What follows belongs to an exercise in optimizing a design on an open flow for small area; a production flow would make more cautious choices. In this exercise RTL edits were held to simulation tests only and were not proved equivalent to the original. Power figures rest on the tool's default switching activity, not on a simulated workload.

==> flow/design.v (outline; a module is shown in full before it is edited, if it fits) <==
// module lgn_l0: 156 lines
// module lgn_net: 804 lines
// module logicGateNet: 164 lines
module logicGateNet(
    input clk,
    input rst,
    input rx,
    output tx
);
  // ...
==> flow/run.sh <==
#!/bin/bash
# synth_recipe.tcl (not shown) runs the flow's synth.tcl, then flattens the netlist and writes it again
# the make line also repeats each setting of config.mk as NAME=value (left out here)
make -C /OpenROAD-flow-scripts/flow DESIGN_CONFIG=/design/flow/config.mk WORK_HOME=/design/flow/orfs CLKGATE_MAP_FILE= SYNTH_SCRIPT=/design/flow/synth_recipe.tcl finish
==> flow/config.mk <==
export PLATFORM = sky130hd
export DESIGN_NAME = logicGateNet
export DESIGN_NICKNAME = logicGateNet
export VERILOG_FILES = /design/flow/design.v
export SDC_FILE = /design/flow/constraint.sdc
export NUM_CORES = 4
export LEC_CHECK = 0
export CAP_MARGIN = 20
export CORE_MARGIN = 2
export CORE_UTILIZATION = 40
export SLEW_MARGIN = 20
==> flow/constraint.sdc <==
create_clock -name core_clock -period 20.0 [get_ports {clk}]
set_input_delay 4.0000 -clock core_clock [delete_from_list [all_inputs] [get_ports {clk}]]
set_output_delay 4.0000 -clock core_clock [all_outputs]
set_load 0.01 [all_outputs]
==> summary.txt, run 1 <==
Timing
  • Max Slew Vio Count: 0
  • Unrepaired setup endpoints after global routing: false
  • Max frequency: 0.1463 GHz
  • Slew HR: 0.4372
  • Final Hold Viols: 0

Cells and area
  • Largest class: multi-input combinational cells
  • NonClk Buf Share: 0.01149
  • Fraction of layout cells with a size suffix above 1: 0.08681
  • P&R area growth vs syn: 8.469%

Die
  • CORE AREA: 26800 µm²
  • Rows: 60

Setup path
  • Critical Path Sink Type: register
  • R2R cell count: 10
  • FF-to-FF End: pp[2]$_DFF_P_
  • Critical Path Fanout Max: 17
  • Crit path max-delay family: compound AO/OA/AOI/OAI gates
  • Worst path most repeated cell: mux2i_1
  • Largest stage delay, worst path: 0.76 ns
  • Cell Chain, Critical Path: clkdlybuf4s50_1 -> nand2b_1 -> a2111o_1 -> a311oi_4 -> inv_2 -> ha_1 -> inv_1 -> mux2i_1 -> mux2i_1 -> mux2i_1 -> a211o_1

CTS
  • Num CTS Buffers: 23
  • Clock Path Buffers: 3
  • Insertion delay to the later sink of the worst-skew pair: 0.52 ns

Placed design
  • DP Cell Count: 1522

Pwr
  • Sequential power share: 0.493
  • Clk pwr share: 0.495
  • Switching power: 0.0001818 W
  • LEAKAGE: 4.142 nW
  • Clock Power: 0.000427 W
  • PD cells: 73.21 nW/µm²

Route
  • Met1 WL: 14730 µm
  • Post-Route WL: 34760 µm
  • Met2 wire len: 14580 µm

Yosys
  • Syn avg cell area: 8.696 µm²
  • Seq/Total Area, Yosys: 0.3969
  • Ys async rst share: 0
  • Syn_nets: 1276
  • Simple-gate share of the synthesized area: 0.2229

GRT
  • Initial antenna violation count: 1

Run status
  • Status: finished clean
==> run 2: changes to the inputs <==
--- a/flow/config.mk
+++ b/flow/config.mk
@@ -5,7 +5,10 @@
 export SDC_FILE = /design/flow/constraint.sdc
 export NUM_CORES = 4
 export LEC_CHECK = 0
+export ABC_AREA = 1
 export CAP_MARGIN = 20
 export CORE_MARGIN = 2
 export CORE_UTILIZATION = 40
+export CTS_BUF_LIST = sky130_fd_sc_hd__clkbuf_4
+export CTS_CLUSTER_SIZE = 30
 export SLEW_MARGIN = 20
==> summary.txt, run 2 <==
Setup path
  • Worst path most repeated cell: nand2_1
  • WP buf/inv: 3
  • Worst r2r src: n[4]$_SDFF_PP0_
  • Critical Path Sink Type: register
  • Cell Chain, Critical Path: clkdlybuf4s50_1 -> inv_1 -> nand2_1 -> a21oi_1 -> ha_1 -> or2_2 -> a21oi_1 -> nor2_1 -> nand2_1 -> nand2_1 -> inv_1
  • Critical Path Fanout Max: 8 (-9)
  • Critical Path RT: 20.59 ns
  • Type of the worst setup path: input pin to register
  • Data arrival, critical path: 6.45 ns
  • R2R cell count: 17 (+7)
  • Setup crit start kind: input pin
  • Crit path max-delay family: buffers and inverters
  • Worst path slowest cell: clkdlybuf4s50_1
  • Reg2reg setup slack: 16.02 ns
  • Largest stage delay, worst path: 0.60 ns (-0.16 ns)
  • FF-to-FF End: pp[1]$_DFF_P_

Yosys
  • Cell taking the most area after synthesis: dfxtp_1
  • Most frequent cell after synthesis: nand2_1
  • Distinct cell type count after synthesis: 54
  • Syn avg cell area: 7.151 µm² (-18%)
  • Post-synth top area share: 0.3798
  • Seq/Total Area, Yosys: 0.4145 (+0.01760)
  • Most used DFF post-synth: dfxtp_1
  • Ys Warns: 2
  • Top cells by area, synth: dfxtp_1 38%, nand2_1 12%, o21ai_0 6.2%
  • Count of state elements after synthesis: 209
  • Ys async rst share: 0 (unchanged)
  • Netlist Area Pre-Place: 10380 µm²
  • Number of synthesized flops with an enable pin: 12
  • Post-synth top cells: 325 x nand2_1, 197 x dfxtp_1, 160 x nor2_1
  • Synthesized instance count: 1452
  • Syn_nets: 1481 (+16%)

Pwr
  • Clk pwr share: 0.431 (-0.064)
  • LEAKAGE: 5.011 nW (+21%)
  • Sequential power share: 0.529 (+0.036)
  • Tot Pwr: 0.0008172 W
  • Switch share: 0.2539
  • Peak supply drop: 0.04934 mV
  • PD cells: 72.38 nW/µm² (-1.1%)
  • Int Power: 0.0006097 W
  • Switching power: 0.0002075 W (+14%)
  • Comb pwr share: 0.040

CTS
  • Clock Tree Root: clkbuf_4
  • Post-CTS Setup Bufs: 0
  • Post-CTS Hold Buffers: 0
  • CTS Sinks: 209
  • CTS clk-pin slew, worst paths: 0.07 ns
  • Num CTS Buffers: 54 (+130%)
  • Insertion delay to the later sink of the worst-skew pair: 0.72 ns (+0.20 ns)
  • Clock Path Buffers: 3 (unchanged)
  • CTS-repair resized insts: 0
  • H-tree depth: 2
  • CTS tree: done

GRT
  • Largest net degree at the start of global routing: 70
  • All-layer global routing usage: 0.2753
  • Number of global-route vias before repair: 10022
  • Initial antenna violation count: 1 (unchanged)
  • Congestion Overflow GR: 0
  • First-pass GRT wire length: 56710 µm

Route
  • Initial DRC count: 1169
  • Drt wl/cell: 20.16 µm
  • Post-Route WL: 37030 µm (+6.5%)
  • Final antenna-violating net count: 0
  • Total iterations of the first detailed-routing run: 6
  • DRC Markers: 0
  • Total number of vias: 10256
  • Via/cell ratio: 5.583

Job
  • Max-Cap Viols: 0

Timing
  • Setup violators final: 0
  • Worst-Margin Slew: 0.8018 ns
  • Final TNS setup: 0 ns
  • Tcrit/Tclk final: 0.2928
  • Max frequency: 0.1708 GHz (+17%)
  • Fin worst setup slack: 14.14 ns
  • Hold slack: 0.3092 ns
  • Unrepaired setup endpoints after global routing: false
  • Slew HR: 0.4619 (+0.02468)
  • Final Critical Period: 5.856 ns
  • Clock skew: 0.07886 ns
  • Final Hold Viols: 0 (unchanged)
  • Max Slew Vio Count: 0 (unchanged)

Worst hold path
  • Hold path endpoint: ring[92]$_DFF_P_
  • WHS Path Cells: 0
  • Min-delay worst type: register to register
  • Hold_sp: ring[91]$_DFF_P_

Die
  • Io pins: 4
  • Die width: 165.1 µm
  • CORE AREA: 25330 µm² (-5.5%)
  • Initial core utilization: 0.4100
  • DIE HEIGHT: 165.1 µm
  • Die ar.: 27260 µm²
  • Rows: 58 (-3.3%)

Placed design
  • Placed cell areas: 10620 µm²
  • Setup Slack @ Placement: 13.53 ns
  • Post-DP HPWL: 28040 µm
  • Count of buffers from port buffering: 3
  • GP Congestion: 0.9967

Cells and area
  • Layout Nets: 1494
  • Most frequent cells in the layout: 325 x nand2_1, 196 x dfxtp_1, 160 x nor2_1, 141 x inv_1, 128 x o21ai_0
  • Largest register by flop count: ring
  • Max reg flops: 152
  • P&R area growth vs syn: 8.736%
  • Fraction of layout cells with a size suffix above 1: 0.08964 (+0.002827)
  • Fillers: 2722
  • Final instance area: 11290 µm²
  • Commonest non-fill, non-tap cell in the layout: nand2_1
  • Top Registers: ring: 152 flops, T: 9 flops, n: 9 flops

Run status
  • Status: finished clean
==> run 2: cell families (layout without fill, tap and decap cells) <==
kind of cell / count (synthesis) / in the layout / share of synthesized area
xor gates and xnor gates: 18 / 18 / 0.01518
other: 0 / 1 / 0
adders and majority gates: 26 / 26 / 0.03133
muxes: 2 / 2 / 0.002048
and+or+nand+nor: 677 / 677 / 0.2822
DFF: 209 / 209 / 0.4145
AOI/OAI and AO/OA: 315 / 315 / 0.1750
buffers and inverters: 205 / 259 / 0.07977
==> run 2: final cells by class <==
cell class / count / area (µm²) / area share
clock buffers: 73 / 548.0 / 0.04854
diodes: 1 / 2.502 / 0.0002216
inverters: 152 / 570.5 / 0.05053
repair buffers: 10 / 82.58 / 0.007314
multi-input cells: 1038 / 5251 / 0.4651
well taps: 330 / 412.9 / 0.03657
flip-flops and latches: 209 / 4305 / 0.3813
clock inverters: 24 / 117.6 / 0.01042
==> run 2: worst max path at each step <==
| stage | from | to | slack, ns | depth (start not counted) |
|---|---|---|---|---|
| after CTS | rst | pp[0]$_DFF_P_ | 14.22 | 11 |
| after floorplan | rst | pp[1]$_DFF_P_ | 14.41 | 10 |
| after detailed placement | rst | pp[0]$_DFF_P_ | 13.53 | 11 |
| after global placement | rst | pp[1]$_DFF_P_ | 13.63 | 10 |
| after global routing | rst | pp[0]$_DFF_P_ | 14.03 | 11 |
| final | rst | pp[0]$_DFF_P_ | 14.14 | 11 |
==> run 2: metal layers <==
| metal | vias to the layer above | share of wire | GRT usage |
|---|---|---|---|
| met1 | 4691 | 0.39 | 0.3247 |
| met2 | 507 | 0.46 | 0.4534 |
| met3 | 151 | 0.078 | 0.05544 |
| met4 | 0 | 0.073 | 0.1838 |
| met5 | - | 0 | 0 |
| li1 | 4907 | - | - |
==> run 2: worst register-to-register path: cells and delay by family (launching register included) <==
family,cells,cell delay [ns]
flops,1,0.68
simple gates,12,2.40
buf+inv,3,0.44
fa+ha+maj,1,0.30
compound gates,1,0.04
==> run 2: stage by stage <==
stage	utilization	std cells
after global routing	0.4458	1837
final	0.4458	1837
after global placement	0.4194	1739
after CTS	0.4457	1836
after floorplan	-	1452
after detailed placement	0.4194	1739
==> run 2: power groups by stage <==
stage               Clock [W]  Combinational [W]  Sequential [W]
finish               0.000352          0.0000327        0.000432
CTS                  0.000362          0.0000329        0.000432
floorplan                   0          0.0000242        0.000440
global route         0.000385          0.0000392        0.000433
global placement            0          0.0000323        0.000442
detailed placement          0          0.0000328        0.000442
==> module logicGateNet, before the edit <==
module logicGateNet(
    input clk,
    input rst,
    input rx,
    output tx
);
    localparam NR = 8, RL = 19;
    reg [NR*RL-1:0] ring;
    reg [4:0] ph;        
    reg [8:0] T;         
    reg [8:0] n;         
    reg [7:0] s;         
    reg [1:0] st;        
    reg txm;             
    reg pend;            
    reg a, b;            
    reg rxq;
    reg txq;
    reg [4:0] cnt;       
    reg [4:0] si;        
    localparam S_IDLE = 2'd0, S_START = 2'd1, S_DATA = 2'd2, S_STOP = 2'd3;
    assign tx = txq;
    wire l0_st, l0_v;
    lgn_l0 l0 (.P(n[8:1]), .a(a), .b(b), .st(l0_st), .v(l0_v));
    wire [199:0] l3;
    lgn_net nw (.q(ring), .l3(l3));
    reg [3:0] cc;
    reg [2:0] pp;
    reg vv;
    always @(*) begin
        cc = 4'd0; pp = 3'd0; vv = 1'b0;
        case ({n[6:4], n[2:0]})
      6'd0: begin cc = 4'd1; pp = 3'd2; vv = 1'b1; end
      6'd1: begin cc = 4'd1; pp = 3'd3; vv = 1'b1; end
      6'd2: begin cc = 4'd1; pp = 3'd4; vv = 1'b1; end
      6'd3: begin cc = 4'd0; pp = 3'd0; vv = 1'b1; end
      6'd4: begin cc = 4'd0; pp = 3'd1; vv = 1'b1; end
      6'd5: begin cc = 4'd0; pp = 3'd2; vv = 1'b1; end
      6'd6: begin cc = 4'd0; pp = 3'd3; vv = 1'b1; end
      6'd7: begin cc = 4'd0; pp = 3'd4; vv = 1'b1; end
      6'd8: begin cc = 4'd3; pp = 3'd4; vv = 1'b1; end
      6'd9: begin cc = 4'd2; pp = 3'd0; vv = 1'b1; end
      6'd10: begin cc = 4'd2; pp = 3'd1; vv = 1'b1; end
      6'd11: begin cc = 4'd2; pp = 3'd2; vv = 1'b1; end
      6'd12: begin cc = 4'd2; pp = 3'd3; vv = 1'b1; end
      6'd13: begin cc = 4'd2; pp = 3'd4; vv = 1'b1; end
      6'd14: begin cc = 4'd1; pp = 3'd0; vv = 1'b1; end
      6'd15: begin cc = 4'd1; pp = 3'd1; vv = 1'b1; end
      6'd16: begin cc = 4'd4; pp = 3'd1; vv = 1'b1; end
      6'd17: begin cc = 4'd4; pp = 3'd2; vv = 1'b1; end
      6'd18: begin cc = 4'd4; pp = 3'd3; vv = 1'b1; end
      6'd19: begin cc = 4'd4; pp = 3'd4; vv = 1'b1; end
      6'd20: begin cc = 4'd3; pp = 3'd0; vv = 1'b1; end
      6'd21: begin cc = 4'd3; pp = 3'd1; vv = 1'b1; end
      6'd22: begin cc = 4'd3; pp = 3'd2; vv = 1'b1; end
      6'd23: begin cc = 4'd3; pp = 3'd3; vv = 1'b1; end
      6'd24: begin cc = 4'd6; pp = 3'd3; vv = 1'b1; end
      6'd25: begin cc = 4'd6; pp = 3'd4; vv = 1'b1; end
      6'd26: begin cc = 4'd5; pp = 3'd0; vv = 1'b1; end
      6'd27: begin cc = 4'd5; pp = 3'd1; vv = 1'b1; end
      6'd28: begin cc = 4'd5; pp = 3'd2; vv = 1'b1; end
      6'd29: begin cc = 4'd5; pp = 3'd3; vv = 1'b1; end
      6'd30: begin cc = 4'd5; pp = 3'd4; vv = 1'b1; end
      6'd31: begin cc = 4'd4; pp = 3'd0; vv = 1'b1; end
      6'd32: begin cc = 4'd7; pp = 3'd0; vv = 1'b1; end
      6'd33: begin cc = 4'd7; pp = 3'd1; vv = 1'b1; end
      6'd34: begin cc = 4'd7; pp = 3'd2; vv = 1'b1; end
      6'd35: begin cc = 4'd7; pp = 3'd3; vv = 1'b1; end
      6'd36: begin cc = 4'd7; pp = 3'd4; vv = 1'b1; end
      6'd37: begin cc = 4'd6; pp = 3'd0; vv = 1'b1; end
      6'd38: begin cc = 4'd6; pp = 3'd1; vv = 1'b1; end
      6'd39: begin cc = 4'd6; pp = 3'd2; vv = 1'b1; end
      6'd40: begin cc = 4'd9; pp = 3'd2; vv = 1'b1; end
      6'd41: begin cc = 4'd9; pp = 3'd3; vv = 1'b1; end
      6'd42: begin cc = 4'd9; pp = 3'd4; vv = 1'b1; end
      6'd43: begin cc = 4'd8; pp = 3'd0; vv = 1'b1; end
      6'd44: begin cc = 4'd8; pp = 3'd1; vv = 1'b1; end
      6'd45: begin cc = 4'd8; pp = 3'd2; vv = 1'b1; end
      6'd46: begin cc = 4'd8; pp = 3'd3; vv = 1'b1; end
      6'd47: begin cc = 4'd8; pp = 3'd4; vv = 1'b1; end
      6'd54: begin cc = 4'd9; pp = 3'd0; vv = 1'b1; end
      6'd55: begin cc = 4'd9; pp = 3'd1; vv = 1'b1; end
            default: ;
        endcase
    end
    wire [19:0] cls = l3[20*cc +: 20];
    wire smp = cls[si];
    wire ph0 = (ph == 5'd0);
    wire tend = (T == 9'd437);
    wire ins = pend && (ph == s[7:3]);
    integer r;
    always @(posedge clk) begin
        for (r = 0; r < NR; r = r + 1)
            ring[r*RL +: RL] <= {ring[r*RL +: RL-1],
                (ins && s[2:0] == r) ? l0_v : ring[r*RL + RL-1]};
    end
    always @(posedge clk) begin
        rxq <= rx;
        ph <= (ph == RL-1) ? 5'd0 : ph + 5'd1;
        T <= tend ? 9'd0 : T + 9'd1;
        if (ins) begin
            pend <= 1'b0;
            n <= n + 9'd1;
            s <= s + 8'd1;
        end
        if (txm) begin
            if (tend) begin
                cnt <= 5'd0;
                si <= 5'd0;
                if (n[3:0] == 4'd9) begin
                    n[3:0] <= 4'd0;
                    n[6:4] <= n[6:4] + 3'd1;
                    if (n[6:4] == 3'd6) begin
                        txm <= 1'b0;
                        n <= 9'd0;
                        s <= 8'd0;
                    end else
                        txq <= 1'b0;
                end else begin
                    n[3:0] <= n[3:0] + 4'd1;
                    txq <= (n[3:0] == 4'd8) | (vv & cnt[pp]);
                end
            end else if (ph0 && si != 5'd20) begin
                cnt <= cnt + smp;
                si <= si + 5'd1;
            end
        end else begin
            case (st)
                S_IDLE: begin
                    T <= 9'd219;
                    if (!rxq) st <= S_START;
                end
                S_START: if (tend) st <= rxq ? S_IDLE : S_DATA;
                S_DATA: if (tend) begin
                    a <= b;
                    b <= rxq;
                    if (!n[0]) n <= n + 9'd1;
                    else if (l0_st) pend <= 1'b1;
                    else n <= n + 9'd1;
                    if (n[2:0] == 3'd7) st <= S_STOP;
                end
                S_STOP: if (tend) begin
                    st <= S_IDLE;
                    if (n == 9'd400) begin
                        txm <= 1'b1;
                        txq <= 1'b0;
                        n <= 9'd0;
                        cnt <= 5'd0;
                        si <= 5'd0;
                    end
                end
            endcase
        end
        if (rst) begin
            ph <= 5'd0;
            n <= 9'd0;
            s <= 8'd0;
            st <= S_IDLE;
            txm <= 1'b0;
            pend <= 1'b0;
            txq <= 1'b1;
        end
    end
endmodule
==> run 3: changes to the inputs <==
--- a/flow/design.v
+++ b/flow/design.v
@@ -965,6 +965,7 @@
     output tx
 );
     localparam NR = 8, RL = 19;
+    localparam [8:0] T_0 = 9'd1, T_HALF = 9'd347, T_END = 9'd419;
     reg [NR*RL-1:0] ring;
     reg [4:0] ph;        
     reg [8:0] T;         
@@ -976,10 +977,10 @@
     reg a, b;            
     reg rxq;
     reg txq;
-    reg [4:0] cnt;       
-    reg [4:0] si;        
     localparam S_IDLE = 2'd0, S_START = 2'd1, S_DATA = 2'd2, S_STOP = 2'd3;
     assign tx = txq;
+    wire [4:0] cnt = {b, a, s[7:5]};
+    wire [4:0] si = s[4:0];
     wire l0_st, l0_v;
     lgn_l0 l0 (.P(n[8:1]), .a(a), .b(b), .st(l0_st), .v(l0_v));
     wire [199:0] l3;
@@ -1046,7 +1047,7 @@
     wire [19:0] cls = l3[20*cc +: 20];
     wire smp = cls[si];
     wire ph0 = (ph == 5'd0);
-    wire tend = (T == 9'd437);
+    wire tend = (T == T_END);
     wire ins = pend && (ph == s[7:3]);
     integer r;
     always @(posedge clk) begin
@@ -1057,7 +1058,7 @@
     always @(posedge clk) begin
         rxq <= rx;
         ph <= (ph == RL-1) ? 5'd0 : ph + 5'd1;
-        T <= tend ? 9'd0 : T + 9'd1;
+        T <= tend ? T_0 : {T[7:0], T[8] ^ T[4]};
         if (ins) begin
             pend <= 1'b0;
             n <= n + 9'd1;
@@ -1065,15 +1066,15 @@
         end
         if (txm) begin
             if (tend) begin
-                cnt <= 5'd0;
-                si <= 5'd0;
+                s <= 8'd0;
+                a <= 1'b0;
+                b <= 1'b0;
                 if (n[3:0] == 4'd9) begin
                     n[3:0] <= 4'd0;
                     n[6:4] <= n[6:4] + 3'd1;
                     if (n[6:4] == 3'd6) begin
                         txm <= 1'b0;
                         n <= 9'd0;
-                        s <= 8'd0;
                     end else
                         txq <= 1'b0;
                 end else begin
@@ -1081,13 +1082,13 @@
                     txq <= (n[3:0] == 4'd8) | (vv & cnt[pp]);
                 end
             end else if (ph0 && si != 5'd20) begin
-                cnt <= cnt + smp;
-                si <= si + 5'd1;
+                {b, a, s[7:5]} <= cnt + {4'd0, smp};
+                s[4:0] <= si + 5'd1;
             end
         end else begin
             case (st)
                 S_IDLE: begin
-                    T <= 9'd219;
+                    T <= T_HALF;
                     if (!rxq) st <= S_START;
                 end
                 S_START: if (tend) st <= rxq ? S_IDLE : S_DATA;
@@ -1105,8 +1106,9 @@
                         txm <= 1'b1;
                         txq <= 1'b0;
                         n <= 9'd0;
-                        cnt <= 5'd0;
-                        si <= 5'd0;
+                        s <= 8'd0;
+                        a <= 1'b0;
+                        b <= 1'b0;
                     end
                 end
             endcase
==> flow/flow/run.sh (new file) <==
#!/bin/bash
# Layout flow: the standard synthesis, then the combinational logic is
# re-mapped for area with ABC (flip-flops untouched), then the standard
# layout with a smaller clock tree (no dummy loads, fewer leaf buffers).
set -euo pipefail
W=$(pwd)
R=$W/orfs/results/$FLOW_PLATFORM/logicGateNet/base
LIB=$FLOW_HOME/platforms/$FLOW_PLATFORM/lib/sky130_fd_sc_hd__tt_025C_1v80.lib

bash standard.sh synth > $W/log_1_standard_synth.log 2>&1

# re-map combinational logic of the standard netlist
cp $R/1_2_yosys.v $W/std_1_2_yosys.v
DU=$(sed -n '/DONT_USE_CELLS/,/^$/p' $FLOW_HOME/platforms/$FLOW_PLATFORM/config.mk \
     | grep -o 'sky130_fd_sc_hd__[a-z0-9_]*' | sed 's/^/-dont_use /' | tr '\n' ' ')
sed -e "s#@LIB@#$LIB#g" -e "s#@DU@#$DU#g" -e "s#@IN@#$W/std_1_2_yosys.v#g" \
    -e "s#@OUT@#$W/remap_1_2_yosys.v#g" -e "s#@ABC@#$W/flow/area.abc#g" \
    -e "s#@TOP@#$FLOW_TOP#g" $W/flow/remap.ys > $W/remap.ys
yosys -l $W/log_2_remap.log $W/remap.ys > /dev/null 2>&1
cp $W/remap_1_2_yosys.v $R/1_2_yosys.v
rm -f $R/1_synth.odb $R/1_synth.sdc

export CTS_ARGS="-sink_clustering_enable -repair_clock_nets -dont_use_dummy_load -sink_clustering_size 40 -sink_clustering_max_diameter 80 -buf_list sky130_fd_sc_hd__clkbuf_8 -root_buf sky130_fd_sc_hd__clkbuf_8"
bash standard.sh > $W/log_3_standard_layout.log 2>&1
==> flow/flow/area.abc (new file) <==
strash
&get -n
&deepsyn -T 120
&put
dch -f
amap
topo
==> flow/flow/remap.ys (new file) <==
read_liberty -ignore_miss_func @LIB@
blackbox sky130_fd_sc_hd__*df* sky130_fd_sc_hd__*dl* sky130_fd_sc_hd__conb_1
read_verilog @IN@
hierarchy -top @TOP@
tee -o remap_stat_in.txt stat -liberty @LIB@
flatten
opt_clean -purge
abc -script @ABC@ -liberty @LIB@ @DU@
opt_clean -purge
hilomap -singleton -hicell sky130_fd_sc_hd__conb_1 HI -locell sky130_fd_sc_hd__conb_1 LO
insbuf -buf sky130_fd_sc_hd__buf_4 A X
splitnets
opt_clean -purge
hierarchy -top @TOP@
tee -o remap_stat_out.txt stat -liberty @LIB@
write_verilog -noattr -nohex -nodec @OUT@
==> flow/standard.sh (new file) <==
#!/bin/bash
# synth_recipe.tcl (not shown) runs the flow's synth.tcl, then flattens the netlist and writes it again
# the make line also repeats each setting of config.mk as NAME=value (left out here)
make -C /OpenROAD-flow-scripts/flow DESIGN_CONFIG=/design/flow/config.mk WORK_HOME=/design/flow/orfs CLKGATE_MAP_FILE= SYNTH_SCRIPT=/design/flow/synth_recipe.tcl "${@:-finish}"
==> flow/config.mk (replaced) <==
export PLATFORM = sky130hd
export DESIGN_NAME = logicGateNet
export DESIGN_NICKNAME = logicGateNet
export VERILOG_FILES = /design/flow/design.v
export SDC_FILE = /design/flow/constraint.sdc
export NUM_CORES = 4
export LEC_CHECK = 0
export CAP_MARGIN = 20
export CORE_MARGIN = 2
export CORE_UTILIZATION = 40
export SLEW_MARGIN = 20
removed: flow/run.sh
==> summary.txt, run 3 <==
CTS
  • CTS clk-pin slew, worst paths: 0.11 ns (+0.04 ns)
  • CTS tree: done
  • Clock Path Buffers: 2 (-1)
  • Insertion delay to the later sink of the worst-skew pair: 0.50 ns (-0.22 ns)
  • CTS-repair resized insts: 0 (unchanged)
  • Clock Tree Root: clkbuf_8
  • CTS Sinks: 199 (-4.8%)
  • Post-CTS Setup Bufs: 0 (unchanged)
  • H-tree depth: 4 (+2)
  • Num CTS Buffers: 17 (-69%)
  • Post-CTS Hold Buffers: 0 (unchanged)

Setup path
  • Crit path from: rst
  • Type of the worst setup path: input pin to register
  • Cell Chain, Critical Path: clkdlybuf4s50_1 -> clkinv_1 -> nand2_1 -> o31ai_1 -> clkinv_1 -> nor3_1 -> clkinv_1 -> nor2_1 -> nor2_1 -> a21oi_1 -> o22ai_1 -> a31oi_1 -> clkinv_1 -> o22ai_1 -> nand3b_1 -> a21oi_1 -> nor2_1 -> nor2_1 -> a211oi_1
  • Data arrival, critical path: 7.74 ns (+1.29 ns)
  • Worst r2r src: n[5]$_SDFF_PP0_
  • Critical Path Fanout Max: 9 (+1)
  • Largest stage delay, worst path: 0.56 ns (-0.04 ns)
  • Critical Path RT: 20.37 ns (-0.22 ns)
  • Worst path slowest cell: clkdlybuf4s50_1
  • Crit path max-delay family: buffers and inverters
  • Setup crit start kind: input pin
  • Critical Path Sink Type: register
  • WP buf/inv: 5 (+2)

Cells and area
  • Layout Nets: 1020 (-32%)
  • Commonest non-fill, non-tap cell in the layout: nor2_1
  • Top Registers: ring: 152 flops, T: 9 flops, n: 9 flops
  • Max reg flops: 152 (unchanged)
  • Final instance area: 8671 µm² (-23%)
  • P&R area growth vs syn: 8.451%
  • Most frequent cells in the layout: 206 x nor2_1, 197 x dfxtp_1, 124 x clkinv_1, 68 x nor3_1, 55 x nand2_1
  • Largest register by flop count: ring
  • Fraction of layout cells with a size suffix above 1: 0.02759 (-0.06206)
  • Fillers: 2038 (-25%)

Worst hold path
  • Min-delay worst type: register to register
  • Hold_sp: ring[105]$_DFF_P_

GRT
  • Largest net degree at the start of global routing: 21 (-70%)
  • Number of global-route vias before repair: 7754 (-23%)
  • Initial antenna violation count: 1 (unchanged)
  • First-pass GRT wire length: 50910 µm (-10%)
  • Congestion Overflow GR: 0 (unchanged)
  • All-layer global routing usage: 0.3287 (+0.05339)

Route
  • Final antenna-violating net count: 0 (unchanged)
  • Initial DRC count: 1086 (-7.1%)
  • Total iterations of the first detailed-routing run: 16 (+10)
  • Drt wl/cell: 27.37 µm (+36%)
  • Post-Route WL: 35060 µm (-5.3%)
  • Via/cell ratio: 6.245 (+12%)
  • DRC Markers: 0 (unchanged)
  • Total number of vias: 8000 (-22%)

Timing
  • Worst-Margin Slew: 1.191 ns (+0.3891 ns)
  • Unrepaired setup endpoints after global routing: false
  • Clock skew: 0.03548 ns (-0.04338 ns)
  • Fin worst setup slack: 12.63 ns (-1.515 ns)
  • Final Critical Period: 7.371 ns (+1.515 ns)
  • Final Hold Viols: 0 (unchanged)
  • Slew HR: 0.1855 (-0.2764)
  • Max frequency: 0.1357 GHz (-21%)
  • Tcrit/Tclk final: 0.3686 (+0.07575)
  • Hold slack: 0.3136 ns (+0.004399 ns)
  • Max Slew Vio Count: 0 (unchanged)
  • Final TNS setup: 0 ns (unchanged)
  • Setup violators final: 0 (unchanged)

Placed design
  • Count of buffers from port buffering: 3 (unchanged)
  • Post-DP HPWL: 26530 µm (-5.4%)
  • Setup Slack @ Placement: 12.26 ns (-1.274 ns)
  • GP Congestion: 1.086 (+9.0%)
  • Placed cell areas: 8434 µm² (-21%)

Die
  • Die ar.: 21140 µm² (-22%)
  • Initial core utilization: 0.4095 (-0.0005312)
  • Rows: 51 (-12%)
  • Die width: 145.4 µm (-12%)
  • CORE AREA: 19530 µm² (-23%)
  • Io pins: 4 (unchanged)
  • DIE HEIGHT: 145.4 µm (-12%)

Yosys
  • Netlist Area Pre-Place: 7995 µm² (-23%)
  • Ys Warns: 2 (unchanged)
  • Syn_nets: 988 (-33%)
  • Syn avg cell area: 8.117 µm² (+14%)
  • Synthesized instance count: 985 (-32%)

Run status
  • Status: finished clean

Job
  • Max-Cap Viols: 0 (unchanged)

Pwr
  • LEAKAGE: 2.896 nW (-42%)
  • PD cells: 70.02 nW/µm² (-3.3%)
  • Peak supply drop: 0.04794 mV (-2.8%)
  • Tot Pwr: 0.0006071 W (-26%)
run 3: final cells by class:
type	instances	area [µm²]	area share
clock buffers	17	234.0	0.02698
flip-flops and latches	199	4004	0.4618
repair buffers	13	105.1	0.01212
multi-input cells	662	3528	0.4069
inverters	124	465.4	0.05368
well taps	265	331.6	0.03824
diodes	1	2.502	0.0002886
run 3: power breakdown:
part / switching [W] / internal (W)
clock network: 0.000125 / 0.0000754
registers: 0.00000158 / 0.000399
logic: 0.00000402 / 0.00000220
total: 0.000131 / 0.000476
run 3: worst register-to-register path, delay by kind of cell, from the launching register on:
kind	cells	cell delay (ns)
compound gates	12	2.65
simple gates	13	2.05
buf+inv	4	0.91
flops	1	0.65
run 3: stage by stage:
stage	utilization	std cells
3_5_place_dp	0.4319	1263
5_1_grt	0.4439	1280
6_report	0.4441	1281
4_1_cts	0.4439	1280
2_1_floorplan	-	985
3_3_place_gp	0.4319	1263
run 3: layer usage:
metal	GRT usage	share of wire	vias to the layer above	wire, µm
li1	-	-	3572	-
met1	0.3918	0.38	3713	13290
met2	0.5336	0.45	565	15940
met3	0.07774	0.092	150	3217
met4	0.2113	0.074	0	2612
met5	0	0	-	0
run 3: path summary, 6_finish.rpt:
check	end	slack [ns]	depth (start not counted)
worst max-delay path	pp[1]$_DFF_P_	12.63	19
worst min-delay path	ring[106]$_DFF_P_	0.31	0
worst max register to register	pp[1]$_DFF_P_	13.63	29
worst min register to register	ring[106]$_DFF_P_	0.31	0

[what the ideal ports hide]
The results above use ideal ports. As a check the final layouts listed here were re-extracted and re-timed, cells and wires unchanged. Step 1, drivers: a clkbuf_16 drives clk and a buf_2 each remaining input, both assumed. Step 2 moves the port delays by t, midway between the first and last clock arrival at a register: inputs arrive t later, outputs are due t later. That takes back most of the time a late clock gives input paths. a / b / c = no drivers / after step 1 / after step 2; a / b = the first two.
run | t, ns | setup WS [ns] | clock arrival spread, ns | slew at the worst register clock pin (ns) | pins driven straight from the clock port
run 1 | 0.557 | 13.163 / 13.195 / 12.638 | 0.029 / 0.028 | 0.07 / 0.07 | 1
run 2 | 0.722 | 14.144 / 14.154 / 13.433 | 0.081 / 0.081 | 0.08 / 0.08 | 1
run 3 | 0.517 | 12.629 / 12.651 / 12.134 | 0.039 / 0.040 | 0.11 / 0.11 | 1
After both steps every run listed still meets setup and hold. The setup slack of run 2, which loses most, moves by +0.010 ns with the drivers and by -0.711 ns with both steps.
